Source: an optimization exercise on an open RTL-to-GDS flow (aim: small area). Production flows keep margins and buffers that such runs may drop. Only simulation tests tie the RTL to the original design; equivalence was not proved. Power figures rest on the tool's default switching activity, not on a simulated workload.

--- design/flow/design.v ---
module pulse_gen_tim
#(parameter WIDTH=25)
(
	input clk, enable, reset,
	input tim,  
	input [WIDTH-1:0] delay_in,
	input [WIDTH-1:0] duration_in,
	input [WIDTH-1:0] T_in,
	output reg out_signal
);
	reg [7:0] count [3:0];
	reg[31:0] value;
	reg		state;
	localparam S0 = 1'b0, S1 = 1'b1;
	reg [31:0] duration;
	reg [31:0] pulse_time;
	reg [31:0] delay;
	reg[20:0] count_tim; 
	reg equality_delay;
	reg equality_time;
	reg equality_dur;
	reg equality_zero;
	reg cout1;
	reg cout2;
	reg cout3;
always @ (posedge clk ) 
begin
	if (reset) begin
		out_signal<=1'b0;
		state <= S0;
		count_tim <= 21'd0;
		count[0] <= 8'd0;
		count[1] <= 8'd0;
		count[2] <= 8'd0;
		count[3] <= 8'd0;end
	else begin
		case (state)
			S0:begin
			  count[0] <= 8'd0;
			  count[1]    <= 8'd0;
			  count[2]    <= 8'd0;
			  count[3]    <= 8'd0;
			if(tim)count_tim<=count_tim+1'b1;
			else if (enable) begin
				state <= S1;
			end
			end
			S1:begin
				if (equality_delay)
					out_signal<=1'b1;
				if (equality_time)
					out_signal<=1'b0;
				if (equality_dur)
				begin
					out_signal<=1'b0;
					state <= S0;
					count_tim<=21'd0;
				end
			  count[0] <= count[0] + 8'd1;
			end
			default:state <= S0;
			endcase
			if(cout1)count[1]  <=count[1]+8'd1;
			if(cout2&&cout1)count[2]  <= count[2]+8'd1;
			if(cout3&&cout2&&cout1)count[3] <= count[3]+8'd1;
	end
end
always @ (posedge clk )begin
	if (reset) begin
	 equality_time <= 1'b0;
	 equality_delay <= 1'b0;
	 equality_dur <= 1'b0;
	 pulse_time <= 32'd0;
	 delay <= 32'd0;
	 duration <= 32'd0;
	 cout1 <= 1'b0;
	 cout2 <= 1'b0;
	 cout3 <= 1'b0;
	 value <= 32'd0;
	end else begin
	 equality_time<=value==pulse_time;
	 equality_delay<=value==delay;
	 equality_dur<=(value>=duration);
	if(state==S0)	begin
		 pulse_time<=T_in;
		 delay<=delay_in;
	end
	if(count_tim>duration_in)
		duration<=duration_in;
	else duration<=duration_in-count_tim;
	 cout1<=(count[0]==8'hfe);
	 cout2<=&count[1]; 
	 cout3<=&count[2]; 
	 value[(7):(0)] <= count[0];
	 value[(15):(8)] <= count[1];
	 value[(23):(16)] <= count[2];
	 value[(31):(24)] <= count[3];
	end
end
endmodule
--- design/flow/run.sh ---
#!/bin/bash
# synth_recipe.tcl (not shown) runs the flow's synth.tcl, then flattens the netlist and writes it again
# the make line also repeats each setting of config.mk as NAME=value (left out here)
make -C /OpenROAD-flow-scripts/flow DESIGN_CONFIG=/design/flow/config.mk WORK_HOME=/design/flow/orfs CLKGATE_MAP_FILE= SYNTH_SCRIPT=/design/flow/synth_recipe.tcl finish
--- design/flow/config.mk ---
export PLATFORM = sky130hd
export DESIGN_NAME = pulse_gen_tim
export DESIGN_NICKNAME = pulse_gen_tim
export VERILOG_FILES = /design/flow/design.v
export SDC_FILE = /design/flow/constraint.sdc
export NUM_CORES = 4
export LEC_CHECK = 0
export CAP_MARGIN = 20
export CORE_MARGIN = 2
export CORE_UTILIZATION = 40
export PLACE_DENSITY = 0.6
export SLEW_MARGIN = 20
--- design/flow/constraint.sdc ---
create_clock -name core_clock -period 5.0 [get_ports {clk}]
set_input_delay 1.0000 -clock core_clock [delete_from_list [all_inputs] [get_ports {clk}]]
set_output_delay 1.0000 -clock core_clock [all_outputs]
set_load 0.01 [all_outputs]
==> results of run 1 <==
-- power by group --
part | internal [mW] | switching (mW) | leakage, nW
sequential | 1.40 | 0.0301 | 1.38
combinational | 0.188 | 0.196 | 2.51
clock | 0.677 | 0.606 | 0.279
-- layer usage --
layer	share of wire (%)	global-route usage (%)	vias to the layer above
met3	3.6	3.44	17
met2	46	30.0	127
met1	49	26.2	3171
met4	1.4	4.54	0
met5	0	0	-
li1	-	-	3524
-- cell type report --
type	instances	area (um^2)
clock buffer	19	443
clock inverter	13	131
fill	2095	11300
inverter	56	210
multi-input combinational	720	5080
sequential	169	3390
tap	280	350
timing repair buffer	83	838
-- critical path, stage by stage --
cell	delay [ns]
clkdlybuf4s50_1	0.40
inv_1	0.09
ha_1	0.19
fa_1	0.21
nand2b_1	0.15
a21oi_2	0.09
o2111ai_2	0.31
nand3_2	0.22
a211oi_4	0.57
buf_4	0.43
mux2i_1	0.23
nor2_1	0.06
-- sequential cells by signal, summed over array words and instances, names as in the netlist, 21 cells and up --
register,cells
count_tim,21
value,32
count,32
delay,25
pulse_time,25
duration,26
-- synth_stat cells, types with 14 or more instances --
cell type / count / area, um^2
o21ai_0: 30 / 150
nor2b_1: 44 / 275
xnor2_1: 39 / 342
ha_1: 59 / 738
nand2_1: 39 / 146
nand4_1: 15 / 93.8
inv_1: 53 / 199
clkbuf_1: 18 / 67.6
nor4_1: 14 / 87.6
a21oi_1: 49 / 245
dfxtp_1: 169 / 3380
nand3_1: 20 / 100
xor2_1: 52 / 455
mux2i_1: 69 / 691
nor2_1: 150 / 563
-- cells in the final DEF (no fill, tap or decap), types with 10 or more instances in the layout --
cell type          n
a21oi_1           49
mux2i_1           69
xnor2_1           39
nor3_1            10
nor2_1           150
nand2_1           39
ha_1              59
o21ai_0           30
xor2_1            52
nor4_1            14
clkbuf_16         17
dfxtp_1          168
nand4_1           15
clkdlybuf4s50_1   78
a21o_1            13
nand3_1           20
inv_1             53
nor2b_1           44
and3_1            13
-- final timing paths --
| kind | start | endpoint | slack [ns] | depth (start not counted) |
|---|---|---|---|---|
| worst max-delay path | duration_in[0] | duration[8] | 1.34 | 12 |
| worst min-delay path | equality_time | out_signal | 0.45 | 1 |
| worst max register to register | count_tim[3] | duration[8] | 1.91 | 10 |
| worst min register to register | equality_time | out_signal | 0.45 | 1 |
-- per-stage QoR --
stage	cells	hold slack (ns)	setup slack (ns)	instance area, um^2
floorplan	980	0.395	1.98	8830
global placement	1307	0.445	1.01	9840
detailed placement	1307	0.444	0.931	9840
CTS	1339	0.455	1.39	10400
global route	1340	0.476	1.10	10400
finish	1340	0.449	1.34	10400
-- kinds of logic (layout without fill, tap and decap cells) --
kind of cell / Yosys count / in the layout
compound gates: 147 / 147
mux: 73 / 73
flops: 169 / 169
fa+ha+maj: 60 / 60
xor+xnor: 91 / 91
simple gates: 349 / 349
buf+inv: 91 / 171
==> flow_summary.ini, run 1 <==
[placed_design]
io_buffers = 79
gp_congestion = 0.861
dp_hpwl_mm = 15.5

[synthesis]
synth_compound_area_share_pct = 11.5
synth-simple-area-share_pct = 20.1
syn_area_um2 = 8830
synth_cell_types = 67
synth_top_family_by_area = simple AND/OR/NAND/NOR gates
yosysSeqAreaShare_pct = 38.3
yosysWarnings = 2
syn_avg_cell_area_um2 = 9.01
synth_edf_count = 0
ys_ff_latch = 169
async_flop_share_pct = 0
synth_xor_area_share_pct = 9.02
synth_fa_ha_area_share_pct = 8.58
synth_mux_area_share_pct = 8.33
synth_ff_type = dfxtp_1
synth_fp_nets = 1119
synthCells = 980

[drt]
avgViaCountPerCell = 5.10
drt_iter0_markers = 348
drc = 0
ant_nets = 0
post_drt_wl_per_cell_um = 16.1
wirelength_mm = 21.6
dr.pass1.iters = 4
num_vias = 6839

[setup_path]
setup.worst_path.class = in2reg
path_max_fanout = 21
crit_arrival_ns = 3.94
required_ns = 5.28
critPathLaunchType = input pin
end_kind = flop

[timing]
final.min_clock_period_ns = 3.66
maxSlewHeadroom_pct = 39.2
fin_crit_sh_pct = 73.1
setup_tns_ns = 0
grt_setup_unrepaired = no
skew_ns = 0.0116
worstMarginPinSlew_ns = 0.912
max_freq_ghz = 0.273
slew_violations = 0
hold_violations = 0
setup_viol = 0

[run]
maxCapViolCount = 0

[floorplan]
die_width_um = 153
io_pins = 80
start_util_pct = 40.6
rows = 54
die_area_um2 = 23300
fp.coreArea_um2 = 21800
die_height_um = 153

[run_status]
status = no timing/DRC/antenna violations

[global_route]
grt_use_total_pct = 18.7
globalRouteOverflowTotal = 0
antenna_found_initial = 0
grt_max_degree = 85
grt_pass1_wl_mm = 34.6
grt_pass1_vias = 6606

[clock_network]
cts-resized-gates = 0
cts_hold_buf = 0
post-cts-setup-buffers = 0
cts-root-buf = clkbuf_16
h-tree-depth = 4
worstSkewPairLatency_ns = 0.43
cts.sinks = 169
clock_path_buffers = 2
cts_tree = built
numCtsBuffers = 17
clk_pin_slew_ns = 0.07

[layout]
syn2layout_area_growth_pct = 18.2
layout-drive-gt1-share_pct = 6.51
n_antenna_cell = 0
nNetsFinal = 1186
fin_util_pct = 48.0

[min_path]
hold_path.class = reg2reg

[power_and_ir_drop]
leakage_nw = 4.17
power.density_nw_per_um2 = 296
peakVddDrop_uv = 218
fin_total_pwr_mw = 3.09
==> run 2, diff against run 1 <==
==> design/flow/design.v (replaced) <==
module pulse_gen_tim
#(parameter WIDTH=25)
(
	input clk, enable, reset,
	input tim,  
	input [WIDTH-1:0] delay_in,
	input [WIDTH-1:0] duration_in,
	input [WIDTH-1:0] T_in,
	output reg out_signal
);
	reg [7:0] c0, c1, c2;
	reg [1:0] c3;
	reg cout1, cout2, cout3;
	reg state;
	localparam S0 = 1'b0, S1 = 1'b1;
	reg [WIDTH-1:0] pulse_time;
	reg [WIDTH-1:0] delay;
	reg [20:0] count_tim;
	reg [1:0] pre;
	reg [1:0] eq;
	wire [25:0] cnt = {c3, c2, c1, c0};
	wire [WIDTH-1:0] pt_nx = (state == S0) ? T_in : pulse_time;
	wire [WIDTH-1:0] dl_nx = (state == S0) ? delay_in : delay;
	wire [WIDTH-1:0] du_nx = ({4'd0, count_tim} > duration_in) ? duration_in
	                         : duration_in - {4'd0, count_tim};
	wire hit_u = cnt >= {1'b0, du_nx};
	wire hit_t = cnt == {1'b0, pt_nx};
	wire hit_d = cnt == {1'b0, dl_nx};
	wire [1:0] code = {hit_u | hit_t, hit_u | (~hit_t & hit_d)};
	wire clr = reset | (state == S0);
	wire fin = eq[1] & eq[0];
always @(posedge clk) begin
	if (state == S0) begin
		pulse_time <= T_in;
		delay <= delay_in;
	end
end
always @(posedge clk) begin
	if (reset) begin
		out_signal <= 1'b0;
		state <= S0;
		count_tim <= 21'd0;
		cout1 <= 1'b0;
		cout2 <= 1'b0;
		cout3 <= 1'b0;
		pre <= 2'b11;
		eq <= 2'b00;
	end else begin
		case (state)
		S0: begin
			if (tim) count_tim <= count_tim + 1'b1;
			else if (enable) state <= S1;
		end
		S1: begin
			if (eq[1]) out_signal <= 1'b0;
			else if (eq[0]) out_signal <= 1'b1;
			if (fin) begin
				state <= S0;
				count_tim <= 21'd0;
			end
		end
		endcase
		cout1 <= (c0 == 8'hfe);
		cout2 <= &c1;
		cout3 <= &c2;
		pre <= code;
		eq <= pre;
	end
end
always @(posedge clk) begin
	c0 <= clr ? 8'd0 : c0 + 8'd1;
	if (cout1 & ~reset) c1 <= c1 + 8'd1;
	else if (clr) c1 <= 8'd0;
	if (cout2 & cout1 & ~reset) c2 <= c2 + 8'd1;
	else if (clr) c2 <= 8'd0;
	if (cout3 & cout2 & cout1 & ~reset) c3 <= c3 + 2'd1;
	else if (clr) c3 <= 2'd0;
end
endmodule
==> run 2 against run 1 <==
  * Clock skew hardly changed
  * Non-clock buffer count is 9 higher
  * Core utilization is 0.79 points higher
  * Critical path type unchanged
  * Power is 34% lower
  * Fmax is 21% lower
  * Largest power group unchanged
  * Largest cell class unchanged
  * Worst setup slack worse by 1.0 ns
  * Die area is 24% lower
==> flow_summary.ini, run 2 <==
[drt]
drc = 0
ant_nets = 0
drt_iter0_markers = 260
num_vias = 5434
post_drt_wl_per_cell_um = 16.3
wirelength_mm = 16.8
dr.pass1.iters = 5
avgViaCountPerCell = 5.28

[floorplan]
die_width_um = 133
fp.coreArea_um2 = 16500
io_pins = 80
die_height_um = 133
rows = 47
start_util_pct = 40.7
die_area_um2 = 17800

[timing]
maxSlewHeadroom_pct = 48.1
timing.hold.ws_ns = 0.484
skew_ns = 0.0115
slew_violations = 0
worstMarginPinSlew_ns = 0.779
final.min_clock_period_ns = 4.65
max_freq_ghz = 0.215
hold_violations = 0
setup_viol = 0
grt_setup_unrepaired = no
setup_tns_ns = 0
fin_crit_sh_pct = 93.0

[placed_design]
post-place-cells = 1013
dp_hpwl_mm = 13.4
placed_area_um2 = 7740
gp_congestion = 0.870
io_buffers = 79

[layout]
nNetsFinal = 935
mostFrequentLayoutCell = dfxtp_1
finalNonFillerCells = 1029
top_regs = delay: 25 flops, pulse_time: 25 flops, count_tim: 21 flops
n_antenna_cell = 0
final_cell_mix = dfxtp_1 (87), clkdlybuf4s50_1 (79), nor2_1 (76), xnor2_1 (56), ha_1 (51)
fin_util_pct = 48.8
fillers = 1575
layout-drive-gt1-share_pct = 10.9
final_cell_area_um2 = 8030
syn2layout_area_growth_pct = 19.9

[clock_network]
cts-root-buf = clkbuf_16
clock_path_buffers = 2
cts_tree = built
cts_hold_buf = 0
numCtsBuffers = 9
h-tree-depth = 3
clk_pin_slew_ns = 0.08
worstSkewPairLatency_ns = 0.36
cts.sinks = 106

[power_and_ir_drop]
power.density_nw_per_um2 = 254
peakVddDrop_uv = 191
leakage_nw = 3.25

[synthesis]
synth_fp_nets = 856
yosysWarnings = 1
yosysSeqAreaShare_pct = 34.4
synth.most_common_cell = dfxtp_1
async_flop_share_pct = 0
synth_edf_count = 18
yosysTopAreaCellShare_pct = 26.3
synthCells = 725
synth_cell_types = 56
ys_ff_latch = 106
yosysTopAreaCell = dfxtp_1
synth_ff_type = dfxtp_1
synth.top_cells.by_count = dfxtp_1 (88), nor2_1 (76), xnor2_1 (56), ha_1 (51), mux2_2 (45)
syn_avg_cell_area_um2 = 9.24
syn_area_um2 = 6700
synth.area.top_cells = dfxtp_1 (26%), ha_1 (9.5%), edfxtp_1 (8.1%)

[global_route]
antenna_found_initial = 0
grt_max_degree = 32
globalRouteOverflowTotal = 0
grt_use_total_pct = 19.1
grt_pass1_vias = 5299
grt_pass1_wl_mm = 26.8

[setup_path]
path_max_fanout = 10
crit_arrival_ns = 4.90
rr_startpoint = count_tim[6]
end_kind = flop
cp-startpoint = duration_in[6]
setup.worst_path.class = in2reg
required_ns = 5.25
critPathLaunchType = input pin
rrSetupSlack_ns = 1.01

[run_status]
status = no timing/DRC/antenna violations

[min_path]
holdCritStartpoint = delay[23]
hold_path.class = reg2reg

[run]
maxCapViolCount = 0
## run 2: cell count changes in the layout (fill, tap and decap cells not counted), moves of 18 or more
cell	change
inv_1	-18
dfxtp_1	-81
mux2_2	+41
nor2_1	-74
nor2b_1	-36
mux2i_1	-54
edfxtp_1	+18
## run 2: logic make-up (layout without fill, tap and decap cells)
family / after synthesis / after routing / synth area share (%)
AND/OR/NAND/NOR: 237 / 237 / 17.9
flip-flops: 106 / 106 / 34.4
adder cells (fa/ha/maj): 52 / 52 / 9.83
multiplexers: 65 / 65 / 10.9
buffers and inverters: 59 / 143 / 4.02
AO/OA/AOI/OAI: 111 / 111 / 10.5
XOR/XNOR: 95 / 95 / 12.4
## run 2: stage by stage
step | power [mW] | setup WS [ns]
2_1_floorplan | 1.21 | 0.849
5_1_grt | 2.13 | 0.0288
6_report | 2.04 | 0.348
3_3_place_gp | 1.35 | 0.0279
3_5_place_dp | 1.36 | -0.0221
4_1_cts | 2.06 | 0.358
## run 2: where the power goes
part           leakage, nW  total [mW]  internal [mW]  switching (mW)
Sequential           0.943       0.950          0.916          0.0346
Clock                0.141       0.698          0.350           0.349
Combinational         2.17       0.389          0.208           0.181
Total                 3.25        2.04           1.47           0.564
## run 2: timing repair
item,CTS,global route
buffers inserted,0,0
resized for setup,0,1
setup endpoints to repair,0,1
## run 2: metal layers
layer / wire length, um / up-vias / GRT usage (%)
met5: 0 / - / 0
met4: 206 / 0 / 6.15
met3: 536 / 15 / 2.51
met2: 8080 / 97 / 32.0
met1: 8000 / 2596 / 25.5
li1: - / 2726 / -
## run 2: path summary, 6_finish.rpt
kind,endpoint,depth (start not counted)
setup / recovery,pre[0],18
hold / removal,delay[23],1
setup reg to reg,pre[0],18
hold reg to reg,delay[23],1
## run 2: worst max-delay path: stages
cell and delay (ns):
clkdlybuf4s50_1 0.46, ha_1 0.39, a21oi_1 0.17, o21ai_0 0.15, or3_1 0.35, o21ai_1 0.26, o211ai_1 0.17, buf_4 0.23
nor2_1 0.09, a21oi_1 0.05, ha_1 0.26, nand2b_1 0.14, a21o_1 0.17, a21o_1 0.17, a211oi_1 0.23, o21ai_0 0.16
a211oi_1 0.33, o21ai_1 0.11
## run 2: layout make-up
| cell class | instances | area (um^2) | share of cell area [%] |
|---|---|---|---|
| clock inverters | 6 | 60.1 | 0.748 |
| flip-flops and latches | 106 | 2300 | 28.7 |
| clock buffers | 10 | 229 | 2.85 |
| inverters | 35 | 131 | 1.64 |
| multi-input cells | 560 | 4130 | 51.4 |
| well taps | 220 | 275 | 3.43 |
| repair buffers | 92 | 901 | 11.2 |
==> run 3, diff against run 2 <==
--- a/design/flow/design.v
+++ b/design/flow/design.v
@@ -21,8 +21,8 @@
 	wire [25:0] cnt = {c3, c2, c1, c0};
 	wire [WIDTH-1:0] pt_nx = (state == S0) ? T_in : pulse_time;
 	wire [WIDTH-1:0] dl_nx = (state == S0) ? delay_in : delay;
-	wire [WIDTH-1:0] du_nx = ({4'd0, count_tim} > duration_in) ? duration_in
-	                         : duration_in - {4'd0, count_tim};
+	wire [25:0] dmt = {1'b0, duration_in} - {5'd0, count_tim};
+	wire [WIDTH-1:0] du_nx = dmt[25] ? duration_in : dmt[24:0];
 	wire hit_u = cnt >= {1'b0, du_nx};
 	wire hit_t = cnt == {1'b0, pt_nx};
 	wire hit_d = cnt == {1'b0, dl_nx};
==> run 3 against run 2 <==
  * Cell count increased by 1.7%
  * First-iteration DRC count rose by 6.5%
  * Fmax fell by 3.7%
  * Critical path type unchanged
  * Flip-flop and latch count did not move
  * Clock skew grew 0.0024 ns
  * Wire length down 1.2%
  * Register-to-register slack worse by 0.13 ns
  * Core utilization increased by 0.80 points
  * Synthesized cell count is 0.41% higher
  * Combinational power is essentially flat
  * Synthesized area down 0.88%
  * Count of clock-buffer cells in the layout increased by 1
==> flow_summary.ini, run 3 <==
[run_status]
status = no timing/DRC/antenna violations

[synthesis]
synth_ff_type = dfxtp_1
synth.top_cells.by_count = dfxtp_1 (88), nor2_1 (84)
syn_avg_cell_area_um2 = 9.12
syn_area_um2 = 6640
synth_edf_count = 18
synthCells = 728
synth_cell_types = 57
ys_ff_latch = 106
yosysTopAreaCell = dfxtp_1
async_flop_share_pct = 0
yosysWarnings = 1
synth_fp_nets = 859
synth.area.top_cells = dfxtp_1 (27%), ha_1 (9.6%), mux2_2 (8.7%)
yosysTopAreaCellShare_pct = 26.5
synth.most_common_cell = dfxtp_1
yosysSeqAreaShare_pct = 34.7

[layout]
fillers = 1525
final_cell_mix = dfxtp_1 (87), nor2_1 (83), clkdlybuf4s50_1 (79)
top_regs = delay: 25 flops, pulse_time: 25 flops, count_tim: 21 flops
syn2layout_area_growth_pct = 22.5
multi_input_area_um2 = 4090
final_cell_area_um2 = 8130
nNetsFinal = 953
layout-drive-gt1-share_pct = 13.7
fin_util_pct = 49.6
n_antenna_cell = 0
mostFrequentLayoutCell = dfxtp_1
area.sequential_um2 = 2300

[setup_path]
cp-startpoint = duration_in[0]
reg2reg_to = pre[0]
cp-endpoint = pre[0]
cp_top_family = simple AND/OR/NAND/NOR gates
rr_startpoint = count_tim[0]
crit_arrival_ns = 5.10
setup.worst_path.class = in2reg
worstPathCellList = clkdlybuf4s50_1, inv_1, ha_1, inv_1, fa_1, a21o_1, a221oi_2, buf_4, o21ai_1, a311oi_2, o31ai_2, nor4_2, xnor2_1, ha_1, nand4b_1, nor2_2, nand2_1, or4_4, o211ai_1
required_ns = 5.27
critical-path-max-stage-delay_ns = 0.54
cp.depth = 19
crit_slowest_cell = or4_4
rrSetupSlack_ns = 0.88
path_max_fanout = 3
cp_num_buf_inv = 4
reg2reg_depth = 17
end_kind = flop
critPathLaunchType = input pin

[power_and_ir_drop]
p_sw_mw = 0.549
power_switching_share_pct = 27.0
peakVddDrop_uv = 156
pwr-share-comb_pct = 19.2
leakage_nw = 3.34
power.density_nw_per_um2 = 250
fin_total_pwr_mw = 2.03
sequentialPowerShare_pct = 46.7
p_clk_share_pct = 34.1
internal-power_mw = 1.49

[global_route]
grt_pass1_vias = 5387
antenna_found_initial = 0
grt_use_total_pct = 18.9
grt_max_degree = 34
globalRouteOverflowTotal = 0
grt_pass1_wl_mm = 26.5

[drt]
dr.pass1.iters = 6
post_drt_wl_per_cell_um = 15.9
drc = 0
num_vias = 5387
avgViaCountPerCell = 5.15
ant_nets = 0
wirelength_mm = 16.6
drt_iter0_markers = 277

[timing]
skew_ns = 0.0138
max_freq_ghz = 0.207
worstMarginPinSlew_ns = 0.759
maxSlewHeadroom_pct = 49.4
hold_violations = 0
layout_setup_ws_ns = 0.171
setup_viol = 0
fin_crit_sh_pct = 96.6
slew_violations = 0
final.min_clock_period_ns = 4.83

[placed_design]
dp_hpwl_mm = 13.3
gp_congestion = 0.862
placed_area_um2 = 7820
io_buffers = 79
post-place-ws_ns = -0.215

[min_path]
hold_path.class = reg2reg
holdCritStartpoint = pre[0]

[floorplan]
io_pins = 80
rows = 47
start_util_pct = 40.5
die_height_um = 133
fp.coreArea_um2 = 16400
die_area_um2 = 17600
die_width_um = 133

[clock_network]
cts_tree = built
cts-root-buf = clkbuf_16
h-tree-depth = 3
clk_pin_slew_ns = 0.08
clock_path_buffers = 2
cts_hold_buf = 0
cts.sinks = 106
numCtsBuffers = 9
worstSkewPairLatency_ns = 0.36

[run]
maxCapViolCount = 0
## run 3: routing by layer
layer	vias up	track usage [%]	routed length, um
met5	-	0	0
met4	0	7.11	380
met3	26	2.30	620
met2	131	32.8	7900
met1	2501	24.0	7720
li1	2729	-	-
## run 3: per-stage QoR
step                std cells  TNS [ns]  hold slack [ns]
floorplan                 728         0            0.414
detailed placement       1029    -0.407            0.450
global route             1047    -0.161            0.468
global placement         1029    -0.103            0.452
finish                   1047         0            0.455
CTS                      1045         0            0.464
## run 3: cell families (layout without fill, tap and decap cells)
family	Yosys count	count (layout)	share of synthesized area, %
AOI/OAI and AO/OA	103	103	10.5
and+or+nand+nor	241	241	17.6
muxes	64	64	10.6
adders and majority gates	52	52	9.91
buffers and inverters	66	165	4.01
DFF	106	106	34.7
xor gates and xnor gates	96	96	12.7
## run 3: final cells by class
class	instances	share of cell area, %
tap	220	3.38
clock inverter	5	0.538
multi-input combinational	556	50.3
inverter	36	1.66
sequential	106	28.3
timing repair buffer	113	12.9
clock buffer	11	2.98
## run 3: how the worst min path moves through the flow
stage,cells after the start,to
4_1_cts,1,out_signal
2_1_floorplan,1,eq[0]
3_5_place_dp,1,out_signal
3_3_place_gp,1,out_signal
6_report,1,eq[0]
5_1_grt,1,eq[0]
## run 3: what timing repair did
action / in CTS / in global routing
endpoints found under the setup margin: 0 / 2
buffers inserted: 0 / 2
gates resized for setup: 0 / 4
## run 3: power by group through the flow
stage	clock network (mW)	registers, mW	logic, mW
detailed placement	0	0.969	0.387
global placement	0	0.967	0.380
CTS	0.710	0.949	0.390
finish	0.695	0.949	0.391
global route	0.736	0.955	0.433
floorplan	0	0.949	0.256
==> run 4, diff against run 3 <==
==> design/flow/flow/run.sh (new file) <==
#!/bin/bash
set -euo pipefail
export BUFFER_PORTS_ARGS="-buffer_cell sky130_fd_sc_hd__buf_1"
export CTS_ARGS="-sink_clustering_enable -repair_clock_nets -dont_use_dummy_load"
bash standard.sh > standard.log 2>&1
==> design/flow/standard.sh (new file) <==
#!/bin/bash
# synth_recipe.tcl (not shown) runs the flow's synth.tcl, then flattens the netlist and writes it again
# the make line also repeats each setting of config.mk as NAME=value (left out here)
make -C /OpenROAD-flow-scripts/flow DESIGN_CONFIG=/design/flow/config.mk WORK_HOME=/design/flow/orfs CLKGATE_MAP_FILE= SYNTH_SCRIPT=/design/flow/synth_recipe.tcl "${@:-finish}"
removed: design/flow/run.sh
==> run 4 against run 3 <==
  * Die area is the same
  * Critical path type unchanged
  * Count of clock-buffer cells in the layout shrank 2
  * Wire length shrank 7.1%
  * Non-clock buffer count shrank 27
  * Global-route usage shrank 1.1 points
  * Register-to-register slack lost 0.03 ns
  * Flip-flop and latch count is the same
  * Core utilization shrank 4.7 points
  * Clock skew grew 0.0034 ns
  * Via count shrank 3.9%
  * Combinational power shrank 15%
==> flow_summary.ini, run 4 <==
[timing]
setup_tns_ns = 0
layout_setup_ws_ns = 0.478
final.min_clock_period_ns = 4.52
skew_ns = 0.0172
timing.hold.ws_ns = 0.444
slew_violations = 0
fin_crit_sh_pct = 90.4
hold_violations = 0
worstMarginPinSlew_ns = 0.847
max_freq_ghz = 0.221
maxSlewHeadroom_pct = 43.5
setup_viol = 0
grt_setup_unrepaired = no

[synthesis]
synth-simple-area-share_pct = 17.6
synth_compound_area_share_pct = 10.5
yosysTopAreaCellShare_pct = 26.5
synth_mux_area_share_pct = 10.6
ys_ff_latch = 106
synth.top_cells.by_count = dfxtp_1 (88), nor2_1 (84)
yosysSeqAreaShare_pct = 34.7
synth_fa_ha_area_share_pct = 9.91
synthCells = 728
yosysWarnings = 1
syn_area_um2 = 6640
synth_ff_type = dfxtp_1
synth_edf_count = 18
synth.most_common_cell = dfxtp_1
synth_cell_types = 57
syn_avg_cell_area_um2 = 9.12
synth_xor_area_share_pct = 12.7
synth_top_family_by_area = simple AND/OR/NAND/NOR gates
yosysTopAreaCell = dfxtp_1
async_flop_share_pct = 0
synth_fp_nets = 859
synth.area.top_cells = dfxtp_1 (27%), ha_1 (9.6%), mux2_2 (8.7%)

[min_path]
holdCritStartpoint = eq[1]
hold_path.class = reg2reg

[layout]
n_antenna_cell = 0
final_cell_mix = dfxtp_1 (87), nor2_1 (84), buf_1 (79)
layout-drive-gt1-share_pct = 9.58
top_regs = delay: 25 flops, pulse_time: 25 flops, count_tim: 21 flops
fillers = 1648
nNetsFinal = 926
syn2layout_area_growth_pct = 11.0
final_cell_area_um2 = 7370
mostFrequentLayoutCell = dfxtp_1
fin_util_pct = 44.9

[setup_path]
path_max_fanout = 4
setup.worst_path.class = in2reg
cp_num_buf_inv = 3
critPathLaunchType = input pin
crit_slowest_cell = or4_1
end_kind = flop
crit_arrival_ns = 4.79
rr_startpoint = count_tim[0]
cp-startpoint = duration_in[0]
critical-path-max-stage-delay_ns = 0.57
worstPathCellList = buf_1, inv_1, ha_1, inv_1, fa_1, a21o_1, a221oi_2, o21ai_1, a311oi_2, o31ai_1, nor4_1, xnor2_1, ha_1, nand4b_1, nor2_1, nand2_1, or4_1, o211ai_1
required_ns = 5.27
cp_top_family = compound AO/OA/AOI/OAI gates

[placed_design]
post-place-ws_ns = 0.126
dp_hpwl_mm = 12.2
io_buffers = 79
placed_area_um2 = 7150
gp_congestion = 0.882

[clock_network]
cts_tree = built
cts-resized-gates = 0
clk_pin_slew_ns = 0.07
cts.sinks = 106
numCtsBuffers = 9
clock_path_buffers = 2
h-tree-depth = 3
post-cts-setup-buffers = 0
worstSkewPairLatency_ns = 0.36
cts_hold_buf = 0
cts-root-buf = clkbuf_16

[global_route]
use_met1_pct = 24.9
met2_usage_pct = 28.2
gr-max-usage-layer = met2
antenna_found_initial = 0
globalRouteOverflowTotal = 0
grt_max_degree = 38
grt_use_total_pct = 17.8
grt_pass1_wl_mm = 24.9
grt_pass1_vias = 4953
grtUsageMet3_pct = 2.53

[power_and_ir_drop]
peakVddDrop_uv = 156
power.density_nw_per_um2 = 258
leakage_nw = 2.97

[drt]
drc = 0
ant_nets = 0
wirelength_mm = 15.4
num_vias = 5175
dr.pass1.iters = 5
post_drt_wl_per_cell_um = 15.2
avgViaCountPerCell = 5.11
drt_iter0_markers = 351

[floorplan]
start_util_pct = 40.5
rows = 47
die_height_um = 133
die_width_um = 133
io_pins = 80
die_area_um2 = 17600
fp.coreArea_um2 = 16400

[run_status]
status = no timing/DRC/antenna violations

[run]
maxCapViolCount = 0
## run 4: cell counts after synthesis
No cell type changed its count.
## run 4: cells by family (layout without fill, tap and decap cells)
family          after synthesis  count (layout)
compound gates              103             103
xor+xnor                     96              96
fa+ha+maj                    52              52
buf+inv                      66             131
flops                       106             106
mux                          64              64
simple gates                241             241
## run 4: power by group
group | total (mW) | internal, mW | switching (mW)
Clock | 0.620 | 0.319 | 0.301
Combinational | 0.333 | 0.158 | 0.175
Sequential | 0.946 | 0.916 | 0.0303
## run 4: final timing paths
check / end / cells after the start / slack (ns)
worst min register to register: out_signal / 1 / 0.44
worst max register to register: pre[0] / 16 / 0.85
worst min-delay path: out_signal / 1 / 0.44
worst max-delay path: pre[0] / 18 / 0.48
## run 4: layout make-up
type | count | area (um^2) | area share [%]
multi-input cells | 556 | 4070 | 55.2
flip-flops and latches | 106 | 2300 | 31.3
repair buffers | 86 | 362 | 4.91
well taps | 220 | 275 | 3.73
clock buffers | 9 | 225 | 3.06
inverters | 36 | 135 | 1.83
## run 4: routing by layer
metal / share of wire (%) / vias to the layer above
met5: 0 / -
met4: 1.9 / 0
li1: - / 2659
met1: 50 / 2378
met3: 3.6 / 21
met2: 44 / 117
## run 4: worst register-to-register path: stages (launching register included)
cell,delay [ns]
dfxtp_1,0.40
ha_1,0.19
inv_1,0.05
fa_1,0.40
a21o_1,0.22
a221oi_2,0.40
o21ai_1,0.19
a311oi_2,0.42
o31ai_1,0.14
nor4_1,0.23
xnor2_1,0.11
ha_1,0.29
nand4b_1,0.12
nor2_1,0.14
nand2_1,0.09
or4_1,0.57
o211ai_1,0.10
## run 4: through the flow
stage,power [mW],instances
detailed placement,1.30,1004
finish,1.90,1013
global route,1.99,1013
floorplan,1.21,728
global placement,1.30,1004
CTS,1.92,1013
==> run 5, diff against run 4 <==
--- a/design/flow/config.mk
+++ b/design/flow/config.mk
@@ -8,5 +8,6 @@
 export CAP_MARGIN = 20
 export CORE_MARGIN = 2
 export CORE_UTILIZATION = 40
+export CTS_BUF_LIST = sky130_fd_sc_hd__clkbuf_8
 export PLACE_DENSITY = 0.6
 export SLEW_MARGIN = 20
==> run 5 against run 4 <==
  * Largest power group unchanged
  * Flip-flop and latch count is the same
  * Count of clock-buffer cells in the layout is the same
  * Die area is the same
  * Wire length is the same
  * Sequential power is essentially flat
  * Synthesized cell count is the same
  * Combinational power is essentially flat
  * Core utilization is the same
  * Worst setup slack is the same
  * Highest routed layer unchanged
  * Still clean on timing, DRC and antenna
  * Sequential share of layout area is the same
  * Via count is the same
  * Clock power is essentially flat
==> flow_summary.ini, run 5 <==
[run]
maxCapViolCount = 0

[drt]
wirelength_mm = 15.4
drt-met1-wl_mm = 7.71
wl_met2_mm = 6.86
num_vias = 5175
topRoutingLayerUsed = met4
dr.pass1.iters = 5
drt_iter0_markers = 351
drc = 0
avgViaCountPerCell = 5.11
post_drt_wl_per_cell_um = 15.2
ant_nets = 0
dr_wl_met3_um = 562

[synthesis]
synth_ff_type = dfxtp_1
async_flop_share_pct = 0
syn_avg_cell_area_um2 = 9.12
synth_cell_types = 57
yosysSeqAreaShare_pct = 34.7
yosysTopAreaCell = dfxtp_1
yosysTopAreaCellShare_pct = 26.5
synthCells = 728
synth.most_common_cell = dfxtp_1
synth_edf_count = 18
synth_fp_nets = 859
ys_ff_latch = 106
syn_area_um2 = 6640
synth.top_cells.by_count = dfxtp_1 (88), nor2_1 (84)
synth.area.top_cells = dfxtp_1 (27%), ha_1 (9.6%), mux2_2 (8.7%)
yosysWarnings = 1

[power_and_ir_drop]
power.density_nw_per_um2 = 258
leakage_nw = 2.97
internal-power_mw = 1.39
peakVddDrop_uv = 156
power_switching_share_pct = 26.7
fin_total_pwr_mw = 1.90
pwr-share-comb_pct = 17.5
p_sw_mw = 0.507
sequentialPowerShare_pct = 49.8
p_clk_share_pct = 32.7

[setup_path]
setup.worst_path.class = in2reg
rr_startpoint = count_tim[0]
path_max_fanout = 4
required_ns = 5.27
cp_top_family = compound AO/OA/AOI/OAI gates
crit_slowest_cell = or4_1
crit_arrival_ns = 4.79
worstPathCellList = buf_1, inv_1, ha_1, inv_1, fa_1, a21o_1, a221oi_2, o21ai_1, a311oi_2, o31ai_1, nor4_1, xnor2_1, ha_1, nand4b_1, nor2_1, nand2_1, or4_1, o211ai_1
critical-path-max-stage-delay_ns = 0.57
cp_num_buf_inv = 3
end_kind = flop
critPathLaunchType = input pin
cp-startpoint = duration_in[0]

[clock_network]
post-cts-setup-buffers = 0
numCtsBuffers = 9
worstSkewPairLatency_ns = 0.36
clock_path_buffers = 2
cts.sinks = 106
h-tree-depth = 3
clk_pin_slew_ns = 0.07
cts_hold_buf = 0
cts-root-buf = clkbuf_16
cts-resized-gates = 0
cts_tree = built

[timing]
setup_tns_ns = 0
maxSlewHeadroom_pct = 43.5
layout_setup_ws_ns = 0.478
hold_violations = 0
setup_viol = 0
slew_violations = 0
skew_ns = 0.0172
fin_crit_sh_pct = 90.4
max_freq_ghz = 0.221
worstMarginPinSlew_ns = 0.847
grt_setup_unrepaired = no
final.min_clock_period_ns = 4.52

[layout]
mostFrequentLayoutCell = dfxtp_1
final_cell_area_um2 = 7370
layout-drive-gt1-share_pct = 9.58
syn2layout_area_growth_pct = 11.0
multi_input_area_um2 = 4070
top_regs = delay: 25 flops, pulse_time: 25 flops, count_tim: 21 flops
n_antenna_cell = 0
area.sequential_um2 = 2300
final_cell_mix = dfxtp_1 (87), nor2_1 (84), buf_1 (79)
nNetsFinal = 926
fillers = 1648

[min_path]
holdCritStartpoint = eq[1]
hold_path.class = reg2reg

[global_route]
grt_pass1_vias = 4953
antenna_found_initial = 0
grt_use_total_pct = 17.8
globalRouteOverflowTotal = 0
grt_pass1_wl_mm = 24.9
grt_max_degree = 38

[run_status]
status = no timing/DRC/antenna violations

[placed_design]
dp_hpwl_mm = 12.2
placed_area_um2 = 7150
io_buffers = 79
gp_congestion = 0.882
post-place-ws_ns = 0.126

[floorplan]
rows = 47
die_height_um = 133
io_pins = 80
fp.coreArea_um2 = 16400
die_width_um = 133
die_area_um2 = 17600
start_util_pct = 40.5
-- run 5: worst paths after layout --
kind | to | slack (ns) | cells past startpoint
worst min register to register | out_signal | 0.44 | 1
worst max register to register | pre[0] | 0.85 | 16
worst max-delay path | pre[0] | 0.48 | 18
worst min-delay path | out_signal | 0.44 | 1
-- run 5: cell type report --
type,count,share of cell area [%]
Clock buffer,9,3.06
Inverter,36,1.83
Multi-Input combinational cell,556,55.2
Sequential cell,106,31.3
Tap cell,220,3.73
Timing Repair Buffer,86,4.91
-- run 5: kinds of logic (layout without fill, tap and decap cells) --
family	count (synthesis)	in the layout	synth area share [%]
adder cells (fa/ha/maj)	52	52	9.91
AO/OA/AOI/OAI	103	103	10.5
multiplexers	64	64	10.6
flip-flops	106	106	34.7
XOR/XNOR	96	96	12.7
AND/OR/NAND/NOR	241	241	17.6
buffers and inverters	66	131	4.01
-- run 5: stage by stage --
stage          hold WS, ns  utilization, %  cells
6_report             0.444            44.9   1013
5_1_grt              0.465            44.9   1013
4_1_cts              0.448            44.9   1013
3_5_place_dp         0.439            43.6   1004
3_3_place_gp         0.433            43.6   1004
2_1_floorplan        0.414               -    728
-- run 5: power by group through the flow --
stage | combinational (mW) | clock [mW] | sequential, mW
global route | 0.372 | 0.668 | 0.953
floorplan | 0.256 | 0 | 0.949
global placement | 0.331 | 0 | 0.965
finish | 0.333 | 0.620 | 0.946
CTS | 0.335 | 0.634 | 0.947
detailed placement | 0.333 | 0 | 0.967
-- run 5: per-layer routing --
| metal | vias up | GRT usage [%] |
|---|---|---|
| met5 | - | 0 |
| met4 | 0 | 6.27 |
| met3 | 21 | 2.53 |
| met2 | 117 | 28.2 |
| met1 | 2378 | 24.9 |
| li1 | 2659 | - |
==> run 6, diff against run 5 <==
--- a/design/flow/config.mk
+++ b/design/flow/config.mk
@@ -7,7 +7,6 @@
 export LEC_CHECK = 0
 export CAP_MARGIN = 20
 export CORE_MARGIN = 2
-export CORE_UTILIZATION = 40
-export CTS_BUF_LIST = sky130_fd_sc_hd__clkbuf_8
-export PLACE_DENSITY = 0.6
+export CORE_UTILIZATION = 60
+export PLACE_DENSITY = 0.8
 export SLEW_MARGIN = 20
==> run 6 against run 5 <==
  * Final area down 2.6%
  * Core utilization up 21 points
  * Critical endpoint unchanged
  * First-iteration DRC count down 9.1%
  * Highest routed layer unchanged
  * Critical path type unchanged
  * Worst hold slack better by 0.013 ns
  * Critical path depth unchanged
  * Clock power down about 30%
  * Count of clock-buffer cells in the layout unchanged
  * Global-route usage up 9.0 points
  * Combinational power up 3%
==> flow_summary.ini, run 6 <==
[setup_path]
critPathLaunchType = input pin
cp_top_family = compound AO/OA/AOI/OAI gates
end_kind = flop
critical-path-max-stage-delay_ns = 0.57
worstPathCellList = buf_1, inv_1, ha_1, inv_1, fa_1, a21o_1, a221oi_4, o21ai_1, a311oi_2, o31ai_1, nor4_1, xnor2_1, ha_1, nand4b_1, nor2_1, nand2_1, or4_1, o211ai_1
cp_num_buf_inv = 3
crit_slowest_cell = or4_1
crit_arrival_ns = 4.94
setup.worst_path.class = in2reg
path_max_fanout = 4
required_ns = 5.30

[global_route]
grt_use_total_pct = 26.8
grt_max_degree = 58
globalRouteOverflowTotal = 0
grt_pass1_wl_mm = 24.9
grt_pass1_vias = 5363
antenna_found_initial = 0

[clock_network]
cts_hold_buf = 0
numCtsBuffers = 9
post-cts-setup-buffers = 0
worstSkewPairLatency_ns = 0.39
clk_pin_slew_ns = 0.09
cts.sinks = 106
cts-root-buf = clkbuf_8
clock_path_buffers = 2
cts_tree = built
cts-resized-gates = 0
h-tree-depth = 3

[timing]
setup_tns_ns = 0
layout_setup_ws_ns = 0.365
slew_violations = 0
setup_viol = 0
max_freq_ghz = 0.216
final.min_clock_period_ns = 4.64
grt_setup_unrepaired = no
worstMarginPinSlew_ns = 0.787
hold_violations = 0
maxSlewHeadroom_pct = 47.5
skew_ns = 0.0347
fin_crit_sh_pct = 92.7

[drt]
avgViaCountPerCell = 5.84
drc = 0
dr.pass1.iters = 5
drt_iter0_markers = 319
wirelength_mm = 15.3
num_vias = 5446
post_drt_wl_per_cell_um = 16.4
ant_nets = 0

[floorplan]
die_area_um2 = 11900
rows = 38
start_util_pct = 61.2
fp.coreArea_um2 = 10800
die_width_um = 109
die_height_um = 109
io_pins = 80

[placed_design]
post-place-ws_ns = 0.000135
gp_congestion = 0.860
dp_hpwl_mm = 11.9
io_buffers = 79

[layout]
syn2layout_area_growth_pct = 8.16
nNetsFinal = 926
final_cell_mix = dfxtp_1 (87), nor2_1 (84), buf_1 (79)
fin_util_pct = 66.2
n_antenna_cell = 0
layout-drive-gt1-share_pct = 9.58
mostFrequentLayoutCell = dfxtp_1
top_regs = delay: 25 flops, pulse_time: 25 flops, count_tim: 21 flops

[run_status]
status = no timing/DRC/antenna violations

[synthesis]
syn_avg_cell_area_um2 = 9.12
synth_cell_types = 57
synthCells = 728
yosysTopAreaCellShare_pct = 26.5
syn_area_um2 = 6640
yosysWarnings = 1
yosysTopAreaCell = dfxtp_1
synth_ff_type = dfxtp_1
yosysSeqAreaShare_pct = 34.7
ys_ff_latch = 106
async_flop_share_pct = 0
synth_edf_count = 18
synth.top_cells.by_count = dfxtp_1 (88), nor2_1 (84)
synth_fp_nets = 859
synth.area.top_cells = dfxtp_1 (27%), ha_1 (9.6%), mux2_2 (8.7%)
synth.most_common_cell = dfxtp_1

[power_and_ir_drop]
peakVddDrop_uv = 234
power.density_nw_per_um2 = 240
leakage_nw = 2.93

[run]
maxCapViolCount = 0

[min_path]
hold_path.class = reg2reg
run 6: cell types whose count changed in the layout (fill, tap and decap cells not counted):
| cell | before | now |
|---|---|---|
| a221oi_2 | 1 | 0 |
| clkbuf_8 | 0 | 9 |
| clkbuf_16 | 9 | 0 |
| a221oi_4 | 0 | 1 |
run 6: metal layers:
layer  part of all wire, %  up-vias  track usage (%)
met3                   5.2       25             5.14
met1                    44     2622             33.6
met2                    49      140             47.3
li1                      -     2659                -
met5                     0        -                0
met4                   1.9        0             6.78
run 6: final timing paths:
check                                    start         end  slack, ns  cells after the start
worst min register to register           eq[1]  out_signal       0.46                      1
worst max register to register    count_tim[0]      pre[0]       0.68                     16
worst max-delay path            duration_in[0]      pre[0]       0.36                     18
worst min-delay path                     eq[1]  out_signal       0.46                      1
run 6: cell type report:
cell class                 instances  area [um^2]
inverter                          36          135
sequential                       106         2300
clock buffer                       9          124
multi-input combinational        556         4080
timing repair buffer              86          362
tap                              140          175
fill                             891         3660
run 6: worst register-to-register path, stage by stage (launching register included):
cell	delay, ns
dfxtp_1	0.42
ha_1	0.20
inv_1	0.06
fa_1	0.40
a21o_1	0.23
a221oi_4	0.32
o21ai_1	0.19
a311oi_2	0.44
o31ai_1	0.16
nor4_1	0.27
xnor2_1	0.12
ha_1	0.31
nand4b_1	0.11
nor2_1	0.22
nand2_1	0.11
or4_1	0.57
o211ai_1	0.11
run 6: metrics by stage:
step                instances  total power [mW]  area, um^2  hold slack (ns)
floorplan                 728              1.21        6640            0.414
global placement          924              1.28        7050            0.429
detailed placement        924              1.30        7050            0.439
CTS                       933              1.73        7170            0.453
global route              933              1.80        7180            0.485
finish                    933              1.72        7180            0.457
run 6: cell families (layout without fill, tap and decap cells):
logic type | count (synthesis) | count (layout) | synth area share [%]
XOR/XNOR | 96 | 96 | 12.7
AO/OA/AOI/OAI | 103 | 103 | 10.5
flip-flops | 106 | 106 | 34.7
multiplexers | 64 | 64 | 10.6
adder cells (fa/ha/maj) | 52 | 52 | 9.91
AND/OR/NAND/NOR | 241 | 241 | 17.6
buffers and inverters | 66 | 131 | 4.01
run 6: power by group:
group / switching, mW / leakage [nW] / internal (mW)
Clock: 0.275 / 0.0647 / 0.163
Combinational: 0.184 / 1.92 / 0.160
Sequential: 0.0268 / 0.943 / 0.916
Total: 0.485 / 2.93 / 1.24
==> run 7, diff against run 6 <==
==> design/flow/flow/run.sh (replaced) <==
#!/bin/bash
set -euo pipefail
export BUFFER_PORTS_ARGS="-buffer_cell sky130_fd_sc_hd__buf_1"
export CTS_ARGS="-sink_clustering_enable -repair_clock_nets -dont_use_dummy_load -buf_list sky130_fd_sc_hd__clkbuf_8"
bash standard.sh > standard.log 2>&1
--- a/design/flow/config.mk
+++ b/design/flow/config.mk
@@ -7,6 +7,6 @@
 export LEC_CHECK = 0
 export CAP_MARGIN = 20
 export CORE_MARGIN = 2
-export CORE_UTILIZATION = 60
-export PLACE_DENSITY = 0.8
+export CORE_UTILIZATION = 40
+export PLACE_DENSITY = 0.6
 export SLEW_MARGIN = 20
==> run 7 against run 6 <==
  * Still clean
  * Worst hold slack lost 0.0098 ns
  * Combinational power shrank 3%
  * Cell count grew 8.6%
  * Clock power is essentially flat
  * Wire length grew 0.71%
  * Final area grew 1.2%
  * Flip-flop and latch count is the same
  * Global-route usage shrank 9.0 points
  * Critical path type unchanged
  * Largest power group unchanged
==> flow_summary.ini, run 7 <==
[run_status]
status = no timing/DRC/antenna violations

[drt]
drt_iter0_markers = 321
ant_nets = 0
dr.pass1.iters = 4
avgViaCountPerCell = 5.09
num_vias = 5160
wirelength_mm = 15.4
post_drt_wl_per_cell_um = 15.2
drc = 0

[floorplan]
die_area_um2 = 17600
start_util_pct = 40.5
fp.coreArea_um2 = 16400
die_height_um = 133
io_pins = 80
rows = 47
die_width_um = 133

[setup_path]
cp-startpoint = duration_in[0]
setup.worst_path.class = in2reg
required_ns = 5.30
end_kind = flop
critPathLaunchType = input pin
path_max_fanout = 4
crit_arrival_ns = 4.80
rr_startpoint = count_tim[0]

[timing]
setup_viol = 0
setup_tns_ns = 0
hold_violations = 0
skew_ns = 0.0218
fin_crit_sh_pct = 89.9
max_freq_ghz = 0.222
slew_violations = 0
final.min_clock_period_ns = 4.49
grt_setup_unrepaired = no
worstMarginPinSlew_ns = 0.844
maxSlewHeadroom_pct = 43.7

[clock_network]
numCtsBuffers = 9
post-cts-setup-buffers = 0
clk_pin_slew_ns = 0.10
cts_hold_buf = 0
cts.sinks = 106
clock_path_buffers = 2
cts-root-buf = clkbuf_8
cts_tree = built
cts-resized-gates = 0
h-tree-depth = 3
worstSkewPairLatency_ns = 0.38

[power_and_ir_drop]
sequentialPowerShare_pct = 55.1
power_switching_share_pct = 28.0
fin_total_pwr_mw = 1.72
leakage_nw = 2.92
internal-power_mw = 1.24
power.density_nw_per_um2 = 236
pwr-share-comb_pct = 19.4
peakVddDrop_uv = 116
p_clk_share_pct = 25.6
p_sw_mw = 0.482

[min_path]
holdCritStartpoint = eq[1]
hold_path.class = reg2reg

[layout]
layout-drive-gt1-share_pct = 9.58
fillers = 1655
syn2layout_area_growth_pct = 9.50
mostFrequentLayoutCell = dfxtp_1
final_cell_mix = dfxtp_1 (87), nor2_1 (84), buf_1 (79)
top_regs = delay: 25 flops, pulse_time: 25 flops, count_tim: 21 flops
nNetsFinal = 926
final_cell_area_um2 = 7270
n_antenna_cell = 0

[placed_design]
dp_hpwl_mm = 12.2
io_buffers = 79
placed_area_um2 = 7150
gp_congestion = 0.882

[global_route]
grt_max_degree = 38
globalRouteOverflowTotal = 0
grt_pass1_vias = 4946
antenna_found_initial = 0
grt_use_total_pct = 17.8
grt_pass1_wl_mm = 24.8

[synthesis]
synth_cell_types = 57
synthCells = 728
synth_edf_count = 18
yosysSeqAreaShare_pct = 34.7
syn_area_um2 = 6640
ys_ff_latch = 106
yosysWarnings = 1
yosysTopAreaCell = dfxtp_1
synth_fp_nets = 859
synth_ff_type = dfxtp_1
async_flop_share_pct = 0
synth.most_common_cell = dfxtp_1
synth.area.top_cells = dfxtp_1 (27%), ha_1 (9.6%), mux2_2 (8.7%)
yosysTopAreaCellShare_pct = 26.5
synth.top_cells.by_count = dfxtp_1 (88), nor2_1 (84)
syn_avg_cell_area_um2 = 9.12

[run]
maxCapViolCount = 0
run 7: cell types whose count changed in the layout (fill, tap and decap cells not counted):
cell	change
a221oi_2	+1
a221oi_4	-1
run 7: logic make-up after synthesis:
kind of cell    count (synthesis)  share of synthesized area, %
buf+inv                        66                          4.01
xor+xnor                       96                          12.7
compound gates                103                          10.5
simple gates                  241                          17.6
mux                            64                          10.6
fa+ha+maj                      52                          9.91
flops                         106                          34.7
run 7: metrics by stage:
stage | hold slack, ns | instances | setup slack [ns] | util, %
detailed placement | 0.439 | 1004 | 0.126 | 43.6
CTS | 0.453 | 1013 | 0.521 | 44.3
global placement | 0.433 | 1004 | 0.217 | 43.6
finish | 0.447 | 1013 | 0.505 | 44.3
global route | 0.453 | 1013 | 0.172 | 44.3
floorplan | 0.414 | 728 | 0.634 | -
run 7: worst max-delay path, cell delays in order:
cell and delay [ns]:
buf_1 0.09, inv_1 0.06, ha_1 0.16, inv_1 0.05, fa_1 0.40, a21o_1 0.22, a221oi_2 0.40, o21ai_1 0.19
a311oi_2 0.42, o31ai_1 0.14, nor4_1 0.23, xnor2_1 0.11, ha_1 0.29, nand4b_1 0.12, nor2_1 0.14, nand2_1 0.09
or4_1 0.57, nand3b_1 0.12
run 7: routing by layer:
| layer | GRT usage (%) | routed length, um | vias to the layer above |
|---|---|---|---|
| met5 | 0 | 0 | - |
| met4 | 6.45 | 291 | 0 |
| met3 | 2.41 | 534 | 20 |
| met2 | 28.4 | 6870 | 97 |
| met1 | 24.8 | 7710 | 2384 |
| li1 | - | - | 2659 |
run 7: cell type report:
type                       count  area, um^2  share of cell area, %
inverter                      36         135                   1.86
tap                          220         275                   3.79
multi-input combinational    556        4070                   56.0
sequential                   106        2300                   31.7
clock buffer                   9         124                   1.70
timing repair buffer          86         362                   4.97
run 7: worst paths after layout:
path,slack (ns),to,depth (start not counted)
setup / recovery,0.51,pre[1],18
hold reg to reg,0.45,out_signal,1
setup reg to reg,0.83,pre[1],16
hold / removal,0.45,out_signal,1
run 7: power by group through the flow:
stage	logic [mW]	clock network [mW]	registers [mW]
6_report	0.333	0.439	0.946
5_1_grt	0.372	0.490	0.953
4_1_cts	0.335	0.458	0.947
3_5_place_dp	0.333	0	0.967
3_3_place_gp	0.331	0	0.965
2_1_floorplan	0.256	0	0.949
==> run 8, diff against run 7 <==
--- a/design/flow/design.v
+++ b/design/flow/design.v
@@ -21,9 +21,60 @@
 	wire [25:0] cnt = {c3, c2, c1, c0};
 	wire [WIDTH-1:0] pt_nx = (state == S0) ? T_in : pulse_time;
 	wire [WIDTH-1:0] dl_nx = (state == S0) ? delay_in : delay;
-	wire [25:0] dmt = {1'b0, duration_in} - {5'd0, count_tim};
-	wire [WIDTH-1:0] du_nx = dmt[25] ? duration_in : dmt[24:0];
-	wire hit_u = cnt >= {1'b0, du_nx};
+	reg [26:0] cs_s, cs_c;
+	reg [26:0] yg, yp;
+	reg [25:0] xg, xp;
+	reg [24:0] bg, bp;
+	reg a0, a1, a2;
+	integer i, w;
+	always @(*) begin
+		for (i = 0; i < 27; i = i + 1) begin
+			a0 = (i < 26) ? cnt[i] : 1'b0;
+			a1 = (i < 21) ? count_tim[i] : 1'b0;
+			a2 = (i < 25) ? ~duration_in[i] : 1'b1;
+			cs_s[i] = a0 ^ a1 ^ a2;
+			cs_c[i] = (a0 & a1) | (a0 & a2) | (a1 & a2);
+		end
+		yg = cs_s & {cs_c[25:0], 1'b1};
+		yp = cs_s | {cs_c[25:0], 1'b1};
+		for (w = 27; w > 1; w = (w + 1) / 2) begin
+			for (i = 0; i < w / 2; i = i + 1) begin
+				yg[i] = yg[2*i+1] | (yp[2*i+1] & yg[2*i]);
+				yp[i] = yp[2*i+1] & yp[2*i];
+			end
+			if (w % 2) begin
+				yg[w/2] = yg[w-1];
+				yp[w/2] = yp[w-1];
+			end
+		end
+		xg = cnt & ~{1'b0, duration_in};
+		xp = cnt | ~{1'b0, duration_in};
+		xg[0] = xg[0] | xp[0];
+		for (w = 26; w > 1; w = (w + 1) / 2) begin
+			for (i = 0; i < w / 2; i = i + 1) begin
+				xg[i] = xg[2*i+1] | (xp[2*i+1] & xg[2*i]);
+				xp[i] = xp[2*i+1] & xp[2*i];
+			end
+			if (w % 2) begin
+				xg[w/2] = xg[w-1];
+				xp[w/2] = xp[w-1];
+			end
+		end
+		bg = duration_in & ~{4'd0, count_tim};
+		bp = duration_in | ~{4'd0, count_tim};
+		bg[0] = bg[0] | bp[0];
+		for (w = 25; w > 1; w = (w + 1) / 2) begin
+			for (i = 0; i < w / 2; i = i + 1) begin
+				bg[i] = bg[2*i+1] | (bp[2*i+1] & bg[2*i]);
+				bp[i] = bp[2*i+1] & bp[2*i];
+			end
+			if (w % 2) begin
+				bg[w/2] = bg[w-1];
+				bp[w/2] = bp[w-1];
+			end
+		end
+	end
+	wire hit_u = xg[0] | (bg[0] & yg[0]);
 	wire hit_t = cnt == {1'b0, pt_nx};
 	wire hit_d = cnt == {1'b0, dl_nx};
 	wire [1:0] code = {hit_u | hit_t, hit_u | (~hit_t & hit_d)};
==> run 8 against run 7 <==
  * Still clean on timing, DRC and antenna
  * Final area shrank 4.2%
  * Combinational power shrank 22%
  * Via count shrank 3.0%
  * Clock power is essentially flat
  * Critical endpoint is now pre[0]
  * Largest cell class unchanged
  * Highest routed layer unchanged
==> flow_summary.ini, run 8 <==
[run_status]
status = no timing/DRC/antenna violations

[run]
maxCapViolCount = 0

[clock_network]
cts-resized-gates = 0
worstSkewPairLatency_ns = 0.38
numCtsBuffers = 9
cts-root-buf = clkbuf_8
clock_path_buffers = 2
clk_pin_slew_ns = 0.09
h-tree-depth = 3
post-cts-setup-buffers = 0
cts_tree = built
cts_hold_buf = 0
cts.sinks = 106

[global_route]
grt_max_degree = 25
globalRouteOverflowTotal = 0
grt_pass1_vias = 5097
grt_use_total_pct = 19.2
grt_pass1_wl_mm = 25.1
antenna_found_initial = 0

[synthesis]
synth.area.top_cells = dfxtp_1 (28%), edfxtp_1 (8.5%), mux2_2 (8.5%)
synthCells = 687
synth_fp_nets = 800
yosysWarnings = 1
synth.top_cells.by_count = dfxtp_1 (88), nor2_1 (86), inv_1 (59), mux2_2 (48), xnor2_1 (46)
syn_area_um2 = 6350
yosysSeqAreaShare_pct = 36.2
synth_ff_type = dfxtp_1
synth_edf_count = 18
synth_cell_types = 63
yosysTopAreaCellShare_pct = 27.7
syn_avg_cell_area_um2 = 9.25
yosysTopAreaCell = dfxtp_1
synth.most_common_cell = dfxtp_1
ys_ff_latch = 106
async_flop_share_pct = 0

[floorplan]
start_util_pct = 40.4
fp.coreArea_um2 = 15700
io_pins = 80
die_width_um = 130
die_area_um2 = 16900
rows = 46
die_height_um = 130

[layout]
fillers = 1581
mostFrequentLayoutCell = dfxtp_1
syn2layout_area_growth_pct = 9.59
final_cell_mix = dfxtp_1 (87), nor2_1 (86), buf_1 (79), inv_1 (59), mux2_2 (48)
n_antenna_cell = 0
layout-drive-gt1-share_pct = 10.6
nNetsFinal = 876
top_regs = delay: 25 flops, pulse_time: 25 flops, count_tim: 21 flops

[timing]
final.min_clock_period_ns = 3.37
hold_violations = 0
max_freq_ghz = 0.297
grt_setup_unrepaired = no
worstMarginPinSlew_ns = 0.753
slew_violations = 0
skew_ns = 0.0177
fin_crit_sh_pct = 67.3
setup_viol = 0
setup_tns_ns = 0
maxSlewHeadroom_pct = 49.8

[setup_path]
cp_num_buf_inv = 2
crit_arrival_ns = 3.68
critical-path-max-stage-delay_ns = 0.58
path_max_fanout = 6
rrSetupSlack_ns = 1.99
setup.worst_path.class = in2reg
crit_slowest_cell = fa_1
required_ns = 5.31
cpMostUsedCell = or4_1
worstPathCellList = buf_1, inv_1, fa_1, o22ai_1, or4_1, or4_1, a211oi_1, a2111o_1, o211a_1, nor2_1, nand3_1
cp_top_family = simple AND/OR/NAND/NOR gates
end_kind = flop
critPathLaunchType = input pin

[power_and_ir_drop]
power.density_nw_per_um2 = 237
peakVddDrop_uv = 122
fin_total_pwr_mw = 1.65
leakage_nw = 2.55

[placed_design]
dp_hpwl_mm = 12.6
io_buffers = 79
gp_congestion = 0.855

[drt]
avgViaCountPerCell = 5.12
dr.pass1.iters = 4
num_vias = 5005
ant_nets = 0
drt_iter0_markers = 316
post_drt_wl_per_cell_um = 16.1
wirelength_mm = 15.7
drc = 0

[min_path]
hold_path.class = reg2reg
run 8: cell types whose count changed after synthesis, sizes merged, moves of 13 or more:
| cell | change |
|---|---|
| mux2i | -13 |
| ha | -38 |
| maj3 | +14 |
| xor2 | -29 |
| fa | +20 |
| a21o | -20 |
| o21ai | -13 |
| inv | +26 |
run 8: worst paths after layout:
check	start	to	depth (start not counted)
max	duration_in[19]	pre[0]	11
min	pre[0]	eq[0]	1
max reg2reg	state	pre[0]	8
min reg2reg	pre[0]	eq[0]	1
run 8: final cells by class:
type / count / area (um^2) / share of cell area, %
Inverter: 63 / 236 / 3.40
Timing Repair Buffer: 82 / 319 / 4.58
Tap cell: 216 / 270 / 3.88
Clock buffer: 9 / 124 / 1.78
Sequential cell: 106 / 2300 / 33.1
Multi-Input combinational cell: 501 / 3710 / 53.3
run 8: kinds of logic after synthesis:
logic type | synth area share [%]
AOI/OAI and AO/OA | 8.90
adders and majority gates | 11.4
and+or+nand+nor | 20.5
xor gates and xnor gates | 8.55
muxes | 8.98
DFF | 36.2
buffers and inverters | 5.38
run 8: power by group:
part           leakage, nW  switching, mW  internal, mW
registers            0.943         0.0324         0.916
clock network       0.0647          0.276         0.163
logic                 1.55          0.136         0.125
run 8: routing by layer:
metal	part of all wire [%]	wire length (um)	track usage, %	up-vias
li1	-	-	-	2509
met1	45	7140	24.0	2405
met2	49	7720	33.2	78
met3	3.8	601	3.32	13
met4	1.6	246	6.96	0
met5	0	0	0	-
run 8: per-stage QoR:
step | setup WS, ns | std cells | hold slack (ns) | cell area [um^2] | utilization, %
2_1_floorplan | 1.73 | 687 | 0.414 | 6350 | -
3_3_place_gp | 1.37 | 968 | 0.448 | 6840 | 43.5
6_report | 1.63 | 977 | 0.446 | 6960 | 44.3
3_5_place_dp | 1.26 | 968 | 0.445 | 6840 | 43.5
5_1_grt | 1.44 | 977 | 0.457 | 6960 | 44.3
4_1_cts | 1.65 | 977 | 0.447 | 6960 | 44.3
==> run 9, diff against run 8 <==
--- a/design/flow/config.mk
+++ b/design/flow/config.mk
@@ -7,6 +7,6 @@
 export LEC_CHECK = 0
 export CAP_MARGIN = 20
 export CORE_MARGIN = 2
-export CORE_UTILIZATION = 40
-export PLACE_DENSITY = 0.6
+export CORE_UTILIZATION = 60
+export PLACE_DENSITY = 0.8
 export SLEW_MARGIN = 20
==> run 9 against run 8 <==
  * Fmax down 0.65%
  * Highest routed layer unchanged
  * Flip-flop and latch count stayed put
  * Sequential power is essentially flat
  * Combinational power hardly changed
  * Count of clock-buffer cells in the layout is the same
  * Largest power group unchanged
  * Worst hold slack improved by 0.011 ns
==> flow_summary.ini, run 9 <==
[clock_network]
h-tree-depth = 3
post-cts-setup-buffers = 0
cts-resized-gates = 0
numCtsBuffers = 9
cts-root-buf = clkbuf_8
clock_path_buffers = 2
worstSkewPairLatency_ns = 0.38
cts_tree = built
cts.sinks = 106
cts_hold_buf = 0
clk_pin_slew_ns = 0.08

[floorplan]
start_util_pct = 61.5
rows = 37
die_area_um2 = 11400
fp.coreArea_um2 = 10300
io_pins = 80
die_width_um = 107
die_height_um = 107

[timing]
setup_viol = 0
timing.hold.ws_ns = 0.457
hold_violations = 0
setup_tns_ns = 0
maxSlewHeadroom_pct = 47.4
worstMarginPinSlew_ns = 0.789
grt_setup_unrepaired = no
fin_crit_sh_pct = 67.7
final.min_clock_period_ns = 3.39
skew_ns = 0.0274
slew_violations = 0
max_freq_ghz = 0.295

[synthesis]
syn_avg_cell_area_um2 = 9.25
synth_cell_types = 63
yosysWarnings = 1
yosysTopAreaCell = dfxtp_1
async_flop_share_pct = 0
synth.most_common_cell = dfxtp_1
ys_ff_latch = 106
synth_edf_count = 18
synth.top_cells.by_count = dfxtp_1 (88), nor2_1 (86), inv_1 (59), mux2_2 (48), xnor2_1 (46)
synth.area.top_cells = dfxtp_1 (28%), edfxtp_1 (8.5%), mux2_2 (8.5%)
yosysTopAreaCellShare_pct = 27.7
syn_area_um2 = 6350
synthCells = 687
synth_ff_type = dfxtp_1
yosysSeqAreaShare_pct = 36.2
synth_fp_nets = 800

[placed_design]
gp_congestion = 0.885
io_buffers = 79
dp_hpwl_mm = 11.8

[run_status]
status = no timing/DRC/antenna violations

[layout]
final_cell_mix = dfxtp_1 (87), nor2_1 (86), buf_1 (79), inv_1 (59), mux2_2 (48)
layout-drive-gt1-share_pct = 10.6
multi_input_area_um2 = 3710
fillers = 842
area.sequential_um2 = 2300
mostFrequentLayoutCell = dfxtp_1
n_antenna_cell = 0
nNetsFinal = 876
top_regs = delay: 25 flops, pulse_time: 25 flops, count_tim: 21 flops
syn2layout_area_growth_pct = 8.01

[setup_path]
rr_startpoint = state
required_ns = 5.30
reg2reg_depth = 8
rrSetupSlack_ns = 1.95
cpMostUsedCell = or4_1
critical-path-max-stage-delay_ns = 0.58
crit_slowest_cell = fa_1
cp-startpoint = duration_in[19]
crit_arrival_ns = 3.68
end_kind = flop
path_max_fanout = 6
cp-endpoint = pre[0]
worstPathCellList = buf_1, inv_1, fa_1, o22ai_1, or4_1, or4_1, a211oi_1, a2111o_1, o211a_1, nor2_1, nand3_1
reg2reg_to = pre[0]
setup.worst_path.class = in2reg
critPathLaunchType = input pin

[global_route]
grt_pass1_vias = 5132
antenna_found_initial = 0
globalRouteOverflowTotal = 0
grt_max_degree = 26
grt_use_total_pct = 27.1
grt_pass1_wl_mm = 24.3

[power_and_ir_drop]
power.density_nw_per_um2 = 240
pwr-share-comb_pct = 16.0
sequentialPowerShare_pct = 57.7
p_clk_share_pct = 26.3
p_sw_mw = 0.441
power_switching_share_pct = 26.8
leakage_nw = 2.55
peakVddDrop_uv = 113
internal-power_mw = 1.20

[drt]
dr.pass1.iters = 5
post_drt_wl_per_cell_um = 16.5
drt_iter0_markers = 408
num_vias = 5200
wirelength_mm = 14.8
ant_nets = 0
drc = 0
avgViaCountPerCell = 5.80

[run]
maxCapViolCount = 0

[min_path]
hold_path.class = reg2reg
[run 9: cell counts after synthesis]
No cell type changed its count.
[run 9: power by group through the flow]
stage | Combinational, mW | Clock [mW] | Sequential, mW
floorplan | 0.201 | 0 | 0.951
global placement | 0.249 | 0 | 0.964
detailed placement | 0.261 | 0 | 0.968
CTS | 0.262 | 0.431 | 0.949
global route | 0.295 | 0.468 | 0.955
finish | 0.263 | 0.433 | 0.949
[run 9: how the worst min path moves through the flow]
stage            from    end  slack (ns)  cells after the start
5_1_grt        pre[0]  eq[0]        0.47                      1
4_1_cts        pre[0]  eq[0]        0.46                      1
3_5_place_dp   pre[1]  eq[1]        0.45                      1
6_report       pre[0]  eq[0]        0.46                      1
2_1_floorplan  pre[0]  eq[0]        0.41                      1
3_3_place_gp   pre[0]  eq[0]        0.44                      1
[run 9: metrics by stage]
step                      power [mW]  utilization (%)  worst slack [ns]  cells  area, um^2
after floorplan                 1.15                -              1.73    687        6350
after global placement          1.21             65.3              1.37    888        6740
after detailed placement        1.23             65.3              1.27    888        6740
after CTS                       1.64             66.5              1.63    897        6860
after global routing            1.72             66.5              1.50    897        6860
final                           1.64             66.5              1.61    897        6860
[run 9: critical path, delay by kind of cell]
kind	cells	cell delay, ns
adder cells (fa/ha/maj)	1	0.58
buffers and inverters	2	0.30
AND/OR/NAND/NOR	4	1.10
AO/OA/AOI/OAI	4	0.71
[run 9: area by class of cell]
cell class | count | area share (%)
Sequential cell | 106 | 33.6
Multi-Input combinational cell | 501 | 54.1
Tap cell | 136 | 2.48
Clock buffer | 9 | 1.80
Inverter | 63 | 3.45
Timing Repair Buffer | 82 | 4.65
[run 9: layer usage]
| layer | global-route usage [%] | part of all wire [%] | routed length, um |
|---|---|---|---|
| met5 | 0 | 0 | 0 |
| met4 | 10.0 | 2.6 | 382 |
| met3 | 4.07 | 6.1 | 904 |
| met2 | 45.1 | 47 | 6980 |
| met1 | 35.9 | 44 | 6510 |
[run 9: cells by family (layout without fill, tap and decap cells)]
group	count (synthesis)	count (layout)	synth area share, %
simple gates	259	259	20.5
flops	106	106	36.2
compound gates	82	82	8.90
buf+inv	80	154	5.38
xor+xnor	62	62	8.55
mux	50	50	8.98
fa+ha+maj	48	48	11.4

Check on run 9: ideal ports give 1.613 ns setup slack; a clkbuf_16 on the clock port and buf_2 on the inputs give 1.626 ns; moving port delays by the midpoint clock arrival (0.399 ns) as well gives 1.227 ns.
